From an optimization exercise on the open Yosys and OpenROAD flow, aimed at small area and a short achievable clock period; shortcuts taken in it are not production practice.
No functional check of the RTL was part of any run shown here.
Power figures rest on the tool's default switching activity, not on a simulated workload.

$ cat flow/config.mk
export PLATFORM = sky130hd
export DESIGN_NAME = fp64_add
export DESIGN_NICKNAME = fp64_add
export VERILOG_FILES = /design/flow/design.v
export SDC_FILE = /design/flow/constraint.sdc
export NUM_CORES = 4
export LEC_CHECK = 0
export CAP_MARGIN = 20
export CORE_MARGIN = 2
export CORE_UTILIZATION = 25
export SLEW_MARGIN = 20
$ cat flow/constraint.sdc
create_clock -name core_clock -period 30.0 [get_ports {clk}]
set_input_delay 6.0000 -clock core_clock [delete_from_list [all_inputs] [get_ports {clk}]]
set_output_delay 6.0000 -clock core_clock [all_outputs]
set_load 0.01 [all_outputs]
$ cat flow/design.v
module lzc54(input [53:0] x, output [5:0] n);
    wire [63:0] v = {x, 10'h3ff};    
    wire [31:0] z1;        
    wire [31:0] c1;        
    genvar i;
    generate
        for (i = 0; i < 32; i = i + 1) begin : l1
            assign z1[i] = ~(v[2*i+1] | v[2*i]);
            assign c1[i] = ~v[2*i+1];
        end
    endgenerate
    wire [15:0] z2; wire [31:0] c2;
    generate
        for (i = 0; i < 16; i = i + 1) begin : l2
            assign z2[i] = z1[2*i+1] & z1[2*i];
            assign c2[2*i+1:2*i] = z1[2*i+1] ? {1'b1, c1[2*i]} : {1'b0, c1[2*i+1]};
        end
    endgenerate
    wire [7:0] z3; wire [23:0] c3;
    generate
        for (i = 0; i < 8; i = i + 1) begin : l3
            assign z3[i] = z2[2*i+1] & z2[2*i];
            assign c3[3*i+2:3*i] = z2[2*i+1] ? {1'b1, c2[4*i+1:4*i]} : {1'b0, c2[4*i+3:4*i+2]};
        end
    endgenerate
    wire [3:0] z4; wire [15:0] c4;
    generate
        for (i = 0; i < 4; i = i + 1) begin : l4
            assign z4[i] = z3[2*i+1] & z3[2*i];
            assign c4[4*i+3:4*i] = z3[2*i+1] ? {1'b1, c3[6*i+2:6*i]} : {1'b0, c3[6*i+5:6*i+3]};
        end
    endgenerate
    wire [1:0] z5; wire [9:0] c5;
    generate
        for (i = 0; i < 2; i = i + 1) begin : l5
            assign z5[i] = z4[2*i+1] & z4[2*i];
            assign c5[5*i+4:5*i] = z4[2*i+1] ? {1'b1, c4[8*i+3:8*i]} : {1'b0, c4[8*i+7:8*i+4]};
        end
    endgenerate
    assign n = z5[1] ? {1'b1, c5[4:0]} : {1'b0, c5[9:5]};
endmodule
module pfx_add #(parameter N = 54, parameter KIND = 0) (input [N-1:0] x, input [N-1:0] y, input cin, output [N-1:0] s);
    localparam L = (N > 32) ? 6 : (N > 16) ? 5 : (N > 8) ? 4 : 3;   
    wire [N-1:0] g0 = x & y;
    wire [N-1:0] p0 = x ^ y;
    wire [N-1:0] G [0:L];
    wire [N-1:0] P [0:L];
    assign G[0] = {g0[N-1:1], g0[0] | (p0[0] & cin)};
    assign P[0] = p0;
    genvar l, i;
    generate
        if (KIND == 0) begin : sk   
            for (l = 0; l < L; l = l + 1) begin : lv
                for (i = 0; i < N; i = i + 1) begin : b
                    if ((i >> l) & 1) begin
                        localparam integer j = ((i >> l) << l) - 1;
                        assign G[l+1][i] = G[l][i] | (P[l][i] & G[l][j]);
                        assign P[l+1][i] = P[l][i] & P[l][j];
                    end else begin
                        assign G[l+1][i] = G[l][i];
                        assign P[l+1][i] = P[l][i];
                    end
                end
            end
        end else begin : ks   
            for (l = 0; l < L; l = l + 1) begin : lv
                for (i = 0; i < N; i = i + 1) begin : b
                    if (i >= (1 << l)) begin
                        assign G[l+1][i] = G[l][i] | (P[l][i] & G[l][i - (1 << l)]);
                        assign P[l+1][i] = P[l][i] & P[l][i - (1 << l)];
                    end else begin
                        assign G[l+1][i] = G[l][i];
                        assign P[l+1][i] = P[l][i];
                    end
                end
            end
        end
    endgenerate
    wire [N-1:0] c = {G[L][N-2:0], cin};
    assign s = p0 ^ c;
endmodule
module sigadd(input [53:0] x, input [53:0] y, input cin, output [53:0] sum);
    pfx_add #(.N(54), .KIND(0)) u_pfx(.x(x), .y(y), .cin(cin), .s(sum));
endmodule
module dfa_pre(
    input  [63:0] a, input [63:0] b,
    output        sx,         
    output [10:0] ex,         
    output [51:0] mx,         
    output [52:0] ty,         
    output [5:0]  dsh,        
    output        big,        
    output        sub,        
    output        eqe,        
    output        hz,         
    output        lzero       
);
    wire [10:0] ea = a[62:52], eb = b[62:52];
    wire [11:0] dab = {1'b0, ea} - {1'b0, eb};
    wire [10:0] dba = eb - ea;
    wire        swe = dab[11];                  
    wire [10:0] d   = swe ? dba : dab[10:0];
    assign      eqe = ea == eb;
    wire        az = ~|a[62:0], bz = ~|b[62:0];
    assign      hz  = az & bz;
    assign      sx  = swe ? b[63] : a[63];
    assign ex   = swe ? eb : ea;
    assign mx   = swe ? b[51:0] : a[51:0];
    assign ty   = swe ? {|ea, a[51:0]} : {|eb, b[51:0]};
    assign dsh  = d[5:0];
    assign big  = |d[10:6];
    assign sub  = a[63] ^ b[63];
    assign lzero = az | bz;
endmodule
module dfa_post(
    input         sx, input [10:0] ex, input [51:0] mx, input [52:0] ty,
    input  [5:0]  dsh, input big, input sub, input eqe, input hz, input lzero,
    output [52:0] p,          
    output [1:0]  k,          
    output [11:0] se,         
    output        inf         
);
    wire        tie = eqe & (ty[51:0] > mx);
    wire        invx = sub & tie;               
    wire        invy = sub & ~tie;              
    wire        s1 = sx ^ (sub & (tie | hz));
    assign      inf = &ex;                      
    wire [52:0] tx = {|ex, mx};
    wire [52:0] t3 = ty >> (dsh | {6{big}});     
    wire [53:0] sum;
    sigadd u_add(.x({invx, tx ^ {53{invx}}}), .y({invy, t3 ^ {53{invy}}}), .cin(sub), .sum(sum));
    wire [5:0]  sh;
    lzc54 u_lzc(.x({sum[53], sum[52] | lzero, sum[51:0]}), .n(sh));
    wire        zres = sh[5] & sh[4] & sh[2] & sh[1];    
    wire [52:0] n5 = sh[5] ? {sum[20:0], 32'd0} : sum[52:0];
    wire [52:0] n4 = sh[4] ? {n5[36:0], 16'd0} : n5;
    wire [52:0] n3 = sh[3] ? {n4[44:0], 8'd0} : n4;
    assign      p  = sh[2] ? {n3[48:0], 4'd0} : n3;
    assign      k = sh[1:0];
    wire [10:0] e1p = ex + 11'd1;
    wire [4:0]  eh1 = e1p[10:6] - 5'd1;
    wire [6:0]  el  = {1'b0, e1p[5:0]} - {1'b0, sh};
    wire [10:0] e   = {el[6] ? eh1 : e1p[10:6], el[5:0]};
    assign se[11]   = ~inf & ~zres & s1;
    assign se[10:0] = inf ? 11'h7ff : (zres ? 11'd0 : e);
endmodule
module dfa_out(input [52:0] p, input [1:0] k, input inf, output [51:0] m);
    wire [52:0] q = p << k;
    assign m = {52{inf}} | q[52:1];
endmodule
module fp64_add(input clk, input [63:0] a, input [63:0] b, output [63:0] s);
    wire        sx_d, big_d, sub_d, eqe_d, hz_d, lzero_d;
    wire [10:0] ex_d;
    wire [51:0] mx_d;
    wire [52:0] ty_d;
    wire [5:0]  dsh_d;
    reg         sx_q, big_q, sub_q, eqe_q, hz_q, lzero_q;
    reg  [10:0] ex_q;
    reg  [51:0] mx_q;
    reg  [52:0] ty_q;
    reg  [5:0]  dsh_q;
    wire [52:0] p_d;
    wire [1:0]  k_d;
    wire [11:0] se_d;
    wire        inf_d;
    reg  [52:0] p_q;
    reg  [1:0]  k_q;
    reg  [11:0] se_q;
    reg         inf_q;
    dfa_pre  u_pre(.a(a), .b(b), .sx(sx_d), .ex(ex_d), .mx(mx_d), .ty(ty_d), .dsh(dsh_d), .big(big_d),
                   .sub(sub_d), .eqe(eqe_d), .hz(hz_d), .lzero(lzero_d));
    dfa_post u_post(.sx(sx_q), .ex(ex_q), .mx(mx_q), .ty(ty_q), .dsh(dsh_q), .big(big_q), .sub(sub_q),
                    .eqe(eqe_q), .hz(hz_q), .lzero(lzero_q), .p(p_d), .k(k_d), .se(se_d), .inf(inf_d));
    dfa_out  u_out(.p(p_q), .k(k_q), .inf(inf_q), .m(s[51:0]));
    assign s[63:52] = se_q;
    always @(posedge clk) begin
        sx_q    <= sx_d;
        ex_q    <= ex_d;
        mx_q    <= mx_d;
        ty_q    <= ty_d;
        dsh_q   <= dsh_d;
        big_q   <= big_d;
        sub_q   <= sub_d;
        eqe_q   <= eqe_d;
        hz_q    <= hz_d;
        lzero_q <= lzero_d;
        p_q     <= p_d;
        k_q     <= k_d;
        se_q    <= se_d;
        inf_q   <= inf_d;
    end
endmodule
$ cat flow/flow/run.sh
#!/bin/bash
# Layout flow: the standard flow with an area-oriented ABC mapping script
# (flow/abc.script replaces ORFS's abc_speed.script; registers unchanged),
# plain buffers on the ports, a denser floorplan, and timing repair that
# aims for setup slack of 22 ns at the design's clock.
set -euo pipefail
cp -r "$FLOW_HOME/scripts" scripts_mod
cp flow/abc.script scripts_mod/abc_speed.script
bash standard.sh SCRIPTS_DIR="$PWD/scripts_mod" \
  "BUFFER_PORTS_ARGS=-buffer_cell sky130_fd_sc_hd__buf_1" \
  CORE_UTILIZATION=45 SETUP_SLACK_MARGIN=22 ADDER_MAP_FILE= finish > standard.log 2>&1
$ cat flow/flow/abc.script
strash
dch
map -a
topo
stime -c
$ cat flow/standard.sh
#!/bin/bash
# synth_recipe.tcl (not shown) runs the flow's synth.tcl, then flattens the netlist and writes it again
# the make line also repeats each setting of config.mk as NAME=value (left out here)
make -C /OpenROAD-flow-scripts/flow DESIGN_CONFIG=/design/flow/config.mk WORK_HOME=/design/flow/orfs CLKGATE_MAP_FILE= SYNTH_SCRIPT=/design/flow/synth_recipe.tcl "${@:-finish}"
==> impl_metrics.toml, run 1 <==
[synth]
synth_seq_cells = 196
sequential_share_of_the_synthesized_area_pct = 22.9
net_count_of_the_mapped_netlist = 3144
netlist_instances = 3015
synth_area_sq_um = 17200
synth_enable_flop_cells = 0
syn_avg_cell_area_sq_um = 5.69
postSynth.topFlopCell = "sky130_fd_sc_hd__dfxtp_1"
ys_async_sr_fraction_pct = 0
ys_types = 43
number_of_warning_messages_in_the_yosys_log = 2

[layout]
finalNetCount = 3476
diode_count = 0
layout-drive-gt1-share_pct = 13.4
layout.cells.most_common = "sky130_fd_sc_hd__nand2_1"
post-route-cell-area_sq_um = 21800
final_cell_count_no_fill = 3871
layout.cells.most_common_list = "735 x sky130_fd_sc_hd__nand2_1, 384 x sky130_fd_sc_hd__nor2_1, 384 x sky130_fd_sc_hd__o21ai_0, 377 x sky130_fd_sc_hd__clkinv_1, 192 x sky130_fd_sc_hd__dfxtp_1"
syn2layout_area_growth_pct = 27.2
fillerInstances = 3913

[grt]
grt_usage_pct = 32.8
antenna_violations_before_repair = 0
maximum_number_of_pins_on_one_net_before_global_route_repair = 112
first_global_vias = 19185
grt-ovfl-total = 0
grt_first_pass_wirelength_um = 101000

[pwr]
power.clock.fraction_pct = 15.0
power_mw = 1.55
power.net_switching_mw = 0.783
power-per-cell-area_nw_per_um2 = 70.7
switching_share_pct = 50.7
vdd_drop_max_mv = 0.0426
internal_power_mw = 0.762
total_leakage_power_nw = 8.73
power.combinational.fraction_pct = 60.7
sequentialPowerShare_pct = 24.3

[sta]
final.setup.tns_ns = 0
timing.max_slew.rel_slack_pct = 29.6
unrepaired_setup_endpoints_after_global_routing = "true"
fin_worst_hold_slack_ns = 0.440
fmax_ghz = 0.126
hold_viol_final = 0
clock-skew-final_ns = 0.0134
fin_crit_ns = 7.93
worst_pin_slew_ns = 1.05
finalSetupViolations = 0
fin_crit_sh_pct = 26.4
maxSlewViolCount = 0

[worst_setup_path]
crit_type = "primary input to register"
r2r-start = "ty_q[50]"
setup.worst_path.start_class = "primary input"
timing.critical_path.required_ns = 30.34
worst_setup_path_end_kind = "register"
worst-r2r-cell-count = 41
crit_end = "big_q"
r2r_end = "p_q[45]"
timing.critical_path.fanout_max = 6
worst-endpoint-arrival_ns = 8.27
crit_path_start = "a[56]"
regToRegSetupSlack_ns = 22.21

[flow_run]
max_capacitance_violation_count = 0

[detailed_routing]
drcViolationCount = 0
routedWlPerCell_um = 17.2
drt-vias-per-instance = 5.52
detail-route-antenna-nets = 0
totalWireLength_um = 66700
drtPass1Iterations = 6
dr.first_iter.drc_count = 2023
total_number_of_vias = 21375

[outcome]
run_status = "timing/DRC/antenna clean"

[hold_path]
hold_path_startpoint = "sx_q"
hold_class = "register to register"

[floorplan]
initial_core_util_pct = 45.7
chipWidth_um = 199
fp-row-count = 71
die_h_um = 199
fp.dieArea_sq_um = 39700
coreArea_sq_um = 37600
ioPinCount = 193

[clocking]
numClockSinks = 196
clock_latency_ns = 0.47
cts_made_buffers = 17
cts.root.buffer_cell = "sky130_fd_sc_hd__clkbuf_16"
cts-htree-levels = 4
ctsLongestPathBuffers = 2
cts_tree = "built"
clk_pin_slew_ns = 0.08

[place]
placed_cells_incl_taps = 3733
postPlaceCellArea_sq_um = 19100
placement.io_buffers = 192
post-dp-hpwl_um = 51600
gp_congestion = 1.06
==> cell type report <==
cell class / instances / area, sq um / share of cell area (%)
Multi-Input combinational cell: 2375 / 12900 / 58.9
Clock buffer: 17 / 425 / 1.95
Inverter: 449 / 1870 / 8.58
Timing Repair Buffer: 308 / 1950 / 8.91
Tap cell: 511 / 639 / 2.93
Clock inverter: 15 / 164 / 0.751
Sequential cell: 196 / 3930 / 18.0
==> power by group through the flow <==
stage | combinational (mW) | clock, mW | sequential [mW]
3_3_place_gp | 0.820 | 0 | 0.379
2_1_floorplan | 0.566 | 0 | 0.385
5_1_grt | 1.04 | 0.246 | 0.382
4_1_cts | 0.870 | 0.237 | 0.375
3_5_place_dp | 0.826 | 0 | 0.380
6_report | 0.937 | 0.232 | 0.376
==> per-layer routing <==
metal  GRT usage (%)  part of all wire [%]  routed length [um]  vias up
met1            43.1                    44               29100     9845
li1                -                     -                   -    10599
met2            54.3                    46               30500      795
met3            5.11                   7.3                4860      136
met4            11.4                   3.4                2260        0
met5               0                     0                   0        -
==> stage by stage <==
stage	worst slack [ns]	utilization (%)
4_1_cts	22.00	55.2
2_1_floorplan	20.39	-
3_3_place_gp	20.29	50.8
5_1_grt	21.75	58.1
3_5_place_dp	20.09	50.8
6_report	22.07	58.1
==> worst max-delay path: stages <==
cell and delay, ns:
sky130_fd_sc_hd__buf_2 0.16, sky130_fd_sc_hd__clkinv_1 0.14, sky130_fd_sc_hd__nor2_4 0.14, sky130_fd_sc_hd__clkinv_1 0.10, sky130_fd_sc_hd__a21oi_2 0.15, sky130_fd_sc_hd__nand2_1 0.07, sky130_fd_sc_hd__nand2_1 0.07, sky130_fd_sc_hd__nand2_2 0.08
sky130_fd_sc_hd__nand3_4 0.17, sky130_fd_sc_hd__clkinv_4 0.07, sky130_fd_sc_hd__buf_4 0.16, sky130_fd_sc_hd__buf_4 0.15, sky130_fd_sc_hd__o21ai_0 0.45, sky130_fd_sc_hd__a221oi_4 0.07, sky130_fd_sc_hd__a21oi_1 0.17, sky130_fd_sc_hd__nand4_1 0.12
==> how the worst min path moves through the flow <==
stage,slack [ns],cells after the start,end
CTS,0.44,1,se_q[11]
floorplan,0.42,1,se_q[11]
finish,0.44,1,se_q[11]
detailed placement,0.44,1,se_q[11]
global placement,0.43,1,se_q[11]
global route,0.47,1,se_q[11]
==> what timing repair did <==
action | in CTS | in global routing
setup buffers | 57 | 38
hold buffers | 0 | 0
gates resized for setup | 145 | 213
pin swaps | 44 | 76
gates cloned | 8 | 3
endpoints found under the setup margin | 226 | 118
==> cell families (layout without fill, tap and decap cells) <==
logic type	after synthesis	after routing	synth area share, %
buffers and inverters	449	789	9.82
AO/OA/AOI/OAI	731	731	23.4
XOR/XNOR	170	170	8.67
adder cells (fa/ha/maj)	1	1	0.0583
multiplexers	24	24	1.40
flip-flops	196	196	22.9
AND/OR/NAND/NOR	1444	1449	33.8
==> flip-flops by register name, indices dropped and copies added, names as in the netlist, 2 cells and up <==
signal,cells
dsh_q,6
ex_q,11
k_q,2
mx_q,52
p_q,53
se_q,12
ty_q,53
==> synthesized netlist by cell type (8+ instances only) <==
master	number	area, sq um
sky130_fd_sc_hd__xnor2_1	53	464
sky130_fd_sc_hd__dfxtp_1	196	3920
sky130_fd_sc_hd__nor4_1	33	206
sky130_fd_sc_hd__o211ai_1	15	113
sky130_fd_sc_hd__nand3_1	112	561
sky130_fd_sc_hd__clkinv_1	449	1690
sky130_fd_sc_hd__a21oi_1	178	891
sky130_fd_sc_hd__nand2_1	750	2820
sky130_fd_sc_hd__a221oi_1	10	87.6
sky130_fd_sc_hd__mux2i_1	24	240
sky130_fd_sc_hd__a211oi_1	16	120
sky130_fd_sc_hd__xor2_1	117	1020
sky130_fd_sc_hd__o21ai_0	410	2050
sky130_fd_sc_hd__a31oi_1	28	175
sky130_fd_sc_hd__nor3_1	32	160
sky130_fd_sc_hd__nand4_1	24	150
sky130_fd_sc_hd__nor2_1	476	1790
sky130_fd_sc_hd__a2111oi_0	8	70.1
sky130_fd_sc_hd__o22ai_1	25	156
==> run 2, diff against run 1 <==
--- a/flow/design.v
+++ b/flow/design.v
@@ -92,7 +92,5 @@
     output        big,        
     output        sub,        
-    output        eqe,        
-    output        hz,         
-    output        lzero       
+    output        eqe         
 );
     wire [10:0] ea = a[62:52], eb = b[62:52];
@@ -102,6 +100,4 @@
     wire [10:0] d   = swe ? dba : dab[10:0];
     assign      eqe = ea == eb;
-    wire        az = ~|a[62:0], bz = ~|b[62:0];
-    assign      hz  = az & bz;
     assign      sx  = swe ? b[63] : a[63];
     assign ex   = swe ? eb : ea;
@@ -111,9 +107,8 @@
     assign big  = |d[10:6];
     assign sub  = a[63] ^ b[63];
-    assign lzero = az | bz;
 endmodule
 module dfa_post(
     input         sx, input [10:0] ex, input [51:0] mx, input [52:0] ty,
-    input  [5:0]  dsh, input big, input sub, input eqe, input hz, input lzero,
+    input  [5:0]  dsh, input big, input sub, input eqe,
     output [52:0] p,          
     output [1:0]  k,          
@@ -121,4 +116,8 @@
     output        inf         
 );
+    wire        yz = ~|ty;
+    wire        xz = ~|{ex, mx};
+    wire        lzero = xz | yz;                
+    wire        hz = xz & yz;                   
     wire        tie = eqe & (ty[51:0] > mx);
     wire        invx = sub & tie;               
@@ -150,10 +149,10 @@
 endmodule
 module fp64_add(input clk, input [63:0] a, input [63:0] b, output [63:0] s);
-    wire        sx_d, big_d, sub_d, eqe_d, hz_d, lzero_d;
+    wire        sx_d, big_d, sub_d, eqe_d;
     wire [10:0] ex_d;
     wire [51:0] mx_d;
     wire [52:0] ty_d;
     wire [5:0]  dsh_d;
-    reg         sx_q, big_q, sub_q, eqe_q, hz_q, lzero_q;
+    reg         sx_q, big_q, sub_q, eqe_q;
     reg  [10:0] ex_q;
     reg  [51:0] mx_q;
@@ -169,7 +168,7 @@
     reg         inf_q;
     dfa_pre  u_pre(.a(a), .b(b), .sx(sx_d), .ex(ex_d), .mx(mx_d), .ty(ty_d), .dsh(dsh_d), .big(big_d),
-                   .sub(sub_d), .eqe(eqe_d), .hz(hz_d), .lzero(lzero_d));
+                   .sub(sub_d), .eqe(eqe_d));
     dfa_post u_post(.sx(sx_q), .ex(ex_q), .mx(mx_q), .ty(ty_q), .dsh(dsh_q), .big(big_q), .sub(sub_q),
-                    .eqe(eqe_q), .hz(hz_q), .lzero(lzero_q), .p(p_d), .k(k_d), .se(se_d), .inf(inf_d));
+                    .eqe(eqe_q), .p(p_d), .k(k_d), .se(se_d), .inf(inf_d));
     dfa_out  u_out(.p(p_q), .k(k_q), .inf(inf_q), .m(s[51:0]));
     assign s[63:52] = se_q;
@@ -183,6 +182,4 @@
         sub_q   <= sub_d;
         eqe_q   <= eqe_d;
-        hz_q    <= hz_d;
-        lzero_q <= lzero_d;
         p_q     <= p_d;
         k_q     <= k_d;
==> flow/flow/run.sh (replaced) <==
#!/bin/bash
# Layout flow: the standard flow with an area-oriented ABC mapping script
# (flow/abc.script replaces ORFS's abc_speed.script; registers unchanged),
# plain buffers on the ports, a denser floorplan, and timing repair that
# aims for setup slack of 21.5 ns at the design's clock.
set -euo pipefail
cp -r "$FLOW_HOME/scripts" scripts_mod
cp flow/abc.script scripts_mod/abc_speed.script
bash standard.sh SCRIPTS_DIR="$PWD/scripts_mod" \
  "BUFFER_PORTS_ARGS=-buffer_cell sky130_fd_sc_hd__buf_1" \
  CORE_UTILIZATION=45 SETUP_SLACK_MARGIN=21.5 CTS_BUF_LIST=sky130_fd_sc_hd__clkbuf_8 ADDER_MAP_FILE= finish > standard.log 2>&1
==> run 2 against run 1 <==
Sequential share of layout area up 0.46 points. Total power down 4.5%. Final area down 3.4%. Clock power down 33%. Synthesized cell count up 0.27%. Clock skew down 0.0012 ns. First-iteration DRC count down 8.1%. Count of clock-buffer cells in the layout unchanged. Sequential power about the same. Core utilization down 2.1 points. Global-route usage down 0.53 points. Largest cell class unchanged.
==> impl_metrics.toml, run 2 <==
[outcome]
run_status = "timing/DRC/antenna clean"

[worst_setup_path]
worst_setup_path_end_kind = "output pin"
timing.critical_path.required_ns = 24.00
r2r_end = "se_q[8]"
worst-endpoint-arrival_ns = 2.26
timing.critical_path.fanout_max = 32
critPathSlowestCell = "sky130_fd_sc_hd__dfxtp_1"
crit_type = "register to output pin"
regToRegSetupSlack_ns = 21.87
worst-r2r-cell-count = 54
r2r-start = "ty_q[51]"
path_cells = "clkinv_1 > buf_8 > nand3_1 > buf_1"
setup.worst_path.start_class = "register"
cp_slowest_stage_delay_ns = 0.55

[hold_path]
hold_path_startpoint = "ex_q[10]"
timing.hold.worst_path_depth = 2
hold-path-endpoint = "inf_q"
hold_class = "register to register"

[synth]
netlist_instances = 3023
number_of_warning_messages_in_the_yosys_log = 2
synth_area_sq_um = 17200
synth_enable_flop_cells = 0
synth.top_cells.by_count = "741 x sky130_fd_sc_hd__nand2_1, 463 x sky130_fd_sc_hd__nor2_1, 462 x sky130_fd_sc_hd__clkinv_1"
sequential_share_of_the_synthesized_area_pct = 22.6
ys_top_cells_by_area = "sky130_fd_sc_hd__dfxtp_1 23%, sky130_fd_sc_hd__nand2_1 16%, sky130_fd_sc_hd__o21ai_0 13%, sky130_fd_sc_hd__nor2_1 10%, sky130_fd_sc_hd__clkinv_1 10%"
synth_top_area_share_pct = 22.6
synth_top_cell_by_area = "sky130_fd_sc_hd__dfxtp_1"
postSynth.topFlopCell = "sky130_fd_sc_hd__dfxtp_1"
ys_async_sr_fraction_pct = 0
synth_seq_cells = 194
post-synth-top-count-cell = "sky130_fd_sc_hd__nand2_1"
net_count_of_the_mapped_netlist = 3152
ys_types = 41
syn_avg_cell_area_sq_um = 5.68

[layout]
reg_top3 = "p_q: 53 flops, ty_q: 53 flops, mx_q: 52 flops"
post-route-cell-area_sq_um = 21100
layout.cells.most_common_list = "725 x sky130_fd_sc_hd__nand2_1, 422 x sky130_fd_sc_hd__o21ai_0, 419 x sky130_fd_sc_hd__nor2_1, 414 x sky130_fd_sc_hd__clkinv_1, 187 x sky130_fd_sc_hd__dfxtp_1"
finalNetCount = 3483
syn2layout_area_growth_pct = 22.8
fillerInstances = 4004
layout-drive-gt1-share_pct = 10.6
diode_count = 0
layout.cells.most_common = "sky130_fd_sc_hd__nand2_1"

[sta]
fmax_ghz = 0.121
worst_pin_slew_ns = 1.03
clock-skew-final_ns = 0.0121
final.setup.tns_ns = 0
timing.max_slew.rel_slack_pct = 30.4
fin_crit_ns = 8.26
fin_crit_sh_pct = 27.5
unrepaired_setup_endpoints_after_global_routing = "false"
hold_viol_final = 0
finalSetupViolations = 0
maxSlewViolCount = 0

[grt]
gr-max-usage-layer = "met2"
grt-ovfl-total = 0
first_global_vias = 19224
grt_first_pass_wirelength_um = 99900
maximum_number_of_pins_on_one_net_before_global_route_repair = 123
grt_usage_pct = 32.2
global_routing_usage_on_met3_pct = 6.03
antenna_violations_before_repair = 0
groute.layer.met2.usage_pct = 51.8
grt.met1_usage_pct = 43.0

[clocking]
cts_made_buffers = 17
cts.root.buffer_cell = "sky130_fd_sc_hd__clkbuf_8"
cts-htree-levels = 4
clk_pin_slew_ns = 0.10
ctsLongestPathBuffers = 2
cts_tree = "built"
clock_latency_ns = 0.56
numClockSinks = 194

[floorplan]
fp.dieArea_sq_um = 39700
coreArea_sq_um = 37700
ioPinCount = 193
die_h_um = 199
initial_core_util_pct = 45.6
fp-row-count = 71
chipWidth_um = 199

[pwr]
power.net_switching_mw = 0.784
power.combinational.fraction_pct = 63.9
sequentialPowerShare_pct = 25.5
internal_power_mw = 0.691
power-per-cell-area_nw_per_um2 = 69.9
switching_share_pct = 53.1
power.clock.fraction_pct = 10.6
total_leakage_power_nw = 8.40
vdd_drop_max_mv = 0.0392

[detailed_routing]
detail-route-antenna-nets = 0
totalWireLength_um = 66300
routedWlPerCell_um = 17.1
drcViolationCount = 0
drt-vias-per-instance = 5.54
total_number_of_vias = 21491
drtPass1Iterations = 6
dr.first_iter.drc_count = 1859

[place]
placement.io_buffers = 192
post-dp-hpwl_um = 50700
gp_congestion = 1.02
postPlaceCellArea_sq_um = 19100

[flow_run]
max_capacitance_violation_count = 0
[run 2: how the worst max path moves through the flow]
stage	start	slack, ns	endpoint
after floorplan	a[61]	20.28	big_q
after global placement	ty_q[11]	20.23	se_q[8]
after detailed placement	ty_q[11]	19.90	se_q[6]
after CTS	mx_q[51]	21.49	se_q[6]
after global routing	ty_q[51]	21.33	se_q[5]
final	inf_q	21.74	s[1]
[run 2: worst max-delay path: cells and delay by family (launching register included)]
kind | cells | cell delay [ns]
flip-flops | 1 | 0.55
buffers and inverters | 3 | 1.03
AND/OR/NAND/NOR | 1 | 0.12
[run 2: timing repair]
action                                  4_1_cts  5_1_grt
endpoints found under the setup margin      131      128
pin swaps                                    15       51
gates cloned                                 12        5
resized for setup                            41      147
hold buffers                                  0        0
setup buffers                                24       63
[run 2: final cells by class]
type / count / area (sq um) / share of cell area, %
Clock buffer: 17 / 234 / 1.11
Clock inverter: 15 / 113 / 0.534
Inverter: 462 / 1880 / 8.92
Multi-Input combinational cell: 2377 / 12600 / 59.6
Sequential cell: 194 / 3890 / 18.5
Tap cell: 511 / 639 / 3.03
Timing Repair Buffer: 300 / 1740 / 8.26
Timing Repair inverter: 2 / 22.5 / 0.107
[run 2: power groups by stage]
stage               registers, mW  logic, mW  clock network, mW
floorplan                   0.385      0.584                  0
detailed placement          0.381      0.849                  0
global route                0.383       1.05              0.170
global placement            0.379      0.842                  0
finish                      0.376      0.943              0.156
CTS                         0.375      0.870              0.162
[run 2: metrics by stage]
stage / utilization [%] / hold WS (ns) / setup slack [ns] / power [mW] / std cells
4_1_cts: 53.0 / 0.501 / 21.49 / 1.41 / 3810
2_1_floorplan: - / 0.441 / 20.28 / 0.969 / 3023
6_report: 56.0 / 0.504 / 21.74 / 1.48 / 3878
3_5_place_dp: 50.8 / 0.476 / 19.90 / 1.23 / 3742
3_3_place_gp: 50.7 / 0.478 / 20.23 / 1.22 / 3741
5_1_grt: 56.0 / 0.514 / 21.33 / 1.61 / 3878
[run 2: metal layers]
metal / share of wire (%) / routed length, um
met1: 45 / 29700
met2: 44 / 29400
met4: 3.2 / 2150
met3: 7.6 / 5060
met5: 0 / 0
[run 2: kinds of logic after synthesis]
kind of cell | Yosys count | share of synthesized area [%]
compound gates | 769 | 24.6
buf+inv | 462 | 10.1
xor+xnor | 176 | 8.98
flops | 194 | 22.6
fa+ha+maj | 1 | 0.0583
mux | 15 | 0.874
simple gates | 1406 | 32.8
==> run 3, diff against run 2 <==
==> flow/flow/run.sh (replaced) <==
#!/bin/bash
# Layout flow: the standard flow with an area-oriented ABC mapping script
# (flow/abc.script replaces ORFS's abc_speed.script; registers unchanged),
# plain buffers on the ports, a denser floorplan, and timing repair that
# aims for setup slack of 21 ns at the design's clock.
set -euo pipefail
cp -r "$FLOW_HOME/scripts" scripts_mod
cp flow/abc.script scripts_mod/abc_speed.script
bash standard.sh SCRIPTS_DIR="$PWD/scripts_mod" \
  "BUFFER_PORTS_ARGS=-buffer_cell sky130_fd_sc_hd__buf_1" \
  CORE_UTILIZATION=45 SETUP_SLACK_MARGIN=21 CTS_BUF_LIST=sky130_fd_sc_hd__clkbuf_8 ADDER_MAP_FILE= finish > standard.log 2>&1
==> run 3 against run 2 <==
Final cell count shrank 1.2%. Sequential share of layout area grew 0.60 points. Routed wire length down 3.5%. Hold slack lost 0.00057 ns. Core utilization is 1.8 points lower. Worst setup slack got worse by 0.53 ns. Critical endpoint is now big_q. Largest power group unchanged.
==> impl_metrics.toml, run 3 <==
[grt]
antenna_violations_before_repair = 0
first_global_vias = 18629
grt-ovfl-total = 0
grt_usage_pct = 31.4
global_routing_usage_on_met3_pct = 6.14
gr-max-usage-layer = "met2"
grt.met1_usage_pct = 42.1
groute.layer.met2.usage_pct = 50.4
maximum_number_of_pins_on_one_net_before_global_route_repair = 114
grt_first_pass_wirelength_um = 97500

[clocking]
clock_latency_ns = 0.55
cts_tree = "built"
cts-htree-levels = 4
cts.root.buffer_cell = "sky130_fd_sc_hd__clkbuf_8"
numClockSinks = 194
cts_made_buffers = 17
clk_pin_slew_ns = 0.09
ctsLongestPathBuffers = 2

[layout]
diode_count = 0
multi_input_comb_area_sq_um = 12300
layout.cells.most_common_list = "731 x sky130_fd_sc_hd__nand2_1, 435 x sky130_fd_sc_hd__clkinv_1, 427 x sky130_fd_sc_hd__o21ai_0, 425 x sky130_fd_sc_hd__nor2_1, 192 x sky130_fd_sc_hd__buf_1"
finalNetCount = 3437
layout.cells.most_common = "sky130_fd_sc_hd__nand2_1"
syn2layout_area_growth_pct = 18.9
layout-drive-gt1-share_pct = 7.59
layout.area.seq_sq_um = 3890
reg_top3 = "p_q: 53 flops, ty_q: 53 flops, mx_q: 52 flops"
fillerInstances = 4092

[synth]
post-synth-top-count-cell = "sky130_fd_sc_hd__nand2_1"
netlist_instances = 3023
ys_async_sr_fraction_pct = 0
synth_mux_area_share_pct = 0.874
postSynth.topFlopCell = "sky130_fd_sc_hd__dfxtp_1"
synth_area_sq_um = 17200
net_count_of_the_mapped_netlist = 3152
number_of_warning_messages_in_the_yosys_log = 2
ys_top_cells_by_area = "sky130_fd_sc_hd__dfxtp_1 23%, sky130_fd_sc_hd__nand2_1 16%, sky130_fd_sc_hd__o21ai_0 13%, sky130_fd_sc_hd__nor2_1 10%, sky130_fd_sc_hd__clkinv_1 10%"
synth_top_area_share_pct = 22.6
synth_top_cell_by_area = "sky130_fd_sc_hd__dfxtp_1"
synth.top_cells.by_count = "741 x sky130_fd_sc_hd__nand2_1, 463 x sky130_fd_sc_hd__nor2_1, 462 x sky130_fd_sc_hd__clkinv_1"
synth_simple_gate_area_share_pct = 32.8
synth_top_family_by_area = "simple AND/OR/NAND/NOR gates"
syn_avg_cell_area_sq_um = 5.68
synth_enable_flop_cells = 0
synth_seq_cells = 194
synth_compound_area_share_pct = 24.6
fraction_of_synthesized_cell_area_in_xor_and_xnor_cells_pct = 8.98
sequential_share_of_the_synthesized_area_pct = 22.6
ys_types = 41
synth-adder-area-share_pct = 0.0583

[worst_setup_path]
crit_type = "primary input to register"
setup.worst_path.start_class = "primary input"
path_cells = "buf_1 > clkinv_8 > nor2_4 > nor2_4 > clkinv_2 > nor2_2 > a221oi_2 > nand3_4 > buf_16 > o21ai_0 > a21oi_1 > nor4_1 > nor3_1 > xor2_1 > a211oi_2 > o2111ai_1"
worst-endpoint-arrival_ns = 9.20
timing.critical_path.required_ns = 30.42
timing.critical_path.fanout_max = 52
cp_slowest_stage_delay_ns = 0.41
worst_setup_path_end_kind = "register"
path_common_cell = "sky130_fd_sc_hd__nor2_4"
critPathSlowestCell = "sky130_fd_sc_hd__a221oi_2"

[floorplan]
coreArea_sq_um = 37700
die_h_um = 199
fp.dieArea_sq_um = 39700
fp-row-count = 71
initial_core_util_pct = 45.6
chipWidth_um = 199
ioPinCount = 193

[sta]
fin_crit_sh_pct = 29.3
fin_ws_ns = 21.21
worst_pin_slew_ns = 1.09
maxSlewViolCount = 0
fin_crit_ns = 8.79
final.setup.tns_ns = 0
fmax_ghz = 0.114
clock-skew-final_ns = 0.0219
timing.max_slew.rel_slack_pct = 26.5
finalSetupViolations = 0
unrepaired_setup_endpoints_after_global_routing = "true"
hold_viol_final = 0

[detailed_routing]
drtPass1Iterations = 7
total_number_of_vias = 21075
detail-route-antenna-nets = 0
drcViolationCount = 0
drt-vias-per-instance = 5.50
totalWireLength_um = 64000
routedWlPerCell_um = 16.7
dr.first_iter.drc_count = 1920

[pwr]
vdd_drop_max_mv = 0.0534
power-per-cell-area_nw_per_um2 = 71.1
total_leakage_power_nw = 8.05

[place]
post-dp-hpwl_um = 50400
placement.io_buffers = 192
placement.setup.worst_slack_ns = 19.46
gp_congestion = 1.02

[flow_run]
max_capacitance_violation_count = 0

[outcome]
run_status = "timing/DRC/antenna clean"

[hold_path]
hold_class = "register to register"
==> run 3: cell counts after synthesis <==
Identical to the previous run, type by type.
==> run 3: worst max-delay path, delay by kind of cell <==
| kind | cells | cell delay (ns) |
|---|---|---|
| and+or+nand+nor | 6 | 0.94 |
| buffers and inverters | 4 | 0.75 |
| xor gates and xnor gates | 1 | 0.17 |
| AOI/OAI and AO/OA | 5 | 1.32 |
==> run 3: cell type report <==
type | instances | area share, %
sequential | 194 | 19.1
multi-input combinational | 2375 | 60.1
tap | 511 | 3.13
timing repair buffer | 258 | 6.72
clock buffer | 18 | 1.21
inverter | 462 | 9.08
clock inverter | 14 | 0.711
==> run 3: final timing paths <==
check                               from      end  slack [ns]  depth (start not counted)
worst max-delay path               a[61]    big_q       21.21                         16
worst min-delay path            ex_q[10]    inf_q        0.50                          2
worst max register to register  mx_q[38]  se_q[9]       21.42                         48
worst min register to register  ex_q[10]    inf_q        0.50                          2
==> run 3: kinds of logic after synthesis <==
logic type      after synthesis
compound gates              769
xor+xnor                    176
fa+ha+maj                     1
buf+inv                     462
flops                       194
mux                          15
simple gates               1406
==> run 3: metrics by stage <==
stage / hold WS [ns] / utilization (%) / instances / instance area, sq um / total power, mW
detailed placement: 0.483 / 50.6 / 3745 / 19100 / 1.23
global route: 0.534 / 54.2 / 3832 / 20400 / 1.58
floorplan: 0.441 / - / 3023 / 17600 / 0.967
global placement: 0.475 / 50.6 / 3744 / 19100 / 1.22
finish: 0.503 / 54.2 / 3832 / 20400 / 1.45
CTS: 0.499 / 52.4 / 3793 / 19800 / 1.41
==> run 3: per-layer routing <==
layer	routed length, um	vias to the layer above
li1	-	10553
met1	28600	9571
met2	28500	830
met3	5030	121
met4	1860	0
met5	0	-
==> run 3: power by group <==
group | switching, mW | internal, mW | total (mW) | leakage, nW
sequential | 0.0473 | 0.328 | 0.376 | 1.64
combinational | 0.618 | 0.287 | 0.905 | 6.22
clock | 0.0999 | 0.0699 | 0.170 | 0.188
total | 0.765 | 0.685 | 1.45 | 8.05
==> run 3: what timing repair did <==
item,4_1_cts,5_1_grt
pin swaps,6,20
gates resized for setup,30,82
setup endpoints to repair,67,91
hold endpoints to repair,0,0
hold buffers,0,0
buffers inserted,11,33
gates cloned,5,6

port drivers added, routing unchanged:
The results above use ideal ports. As a check the final layouts listed here were re-extracted and re-timed, cells and wires unchanged. Step 1 sets driving cells, clkbuf_16 on the clock port and buf_2 on the other inputs (assumed; they add their load-dependent delay and slew). Step 2 moves the port delays by t, midway between the first and last clock arrival at a register: inputs arrive t later, outputs are due t later. That takes back most of the time a late clock gives input paths. Slacks: ideal / step 1 / step 2; pairs: ideal / step 1.
run	shift t [ns]	slack for setup (ns)	worst slew at a driven data input, ns
run 1	0.530	22.066 / 22.073 / 21.559	0.07
run 2	0.605	21.738 / 21.683 / 21.138	0.06
run 3	0.593	21.212 / 21.243 / 20.650	0.07
After both steps setup and hold are still met in every run listed. For run 2, which loses most, drivers alone change the setup slack by -0.055 ns; drivers and shift together by -0.600 ns.
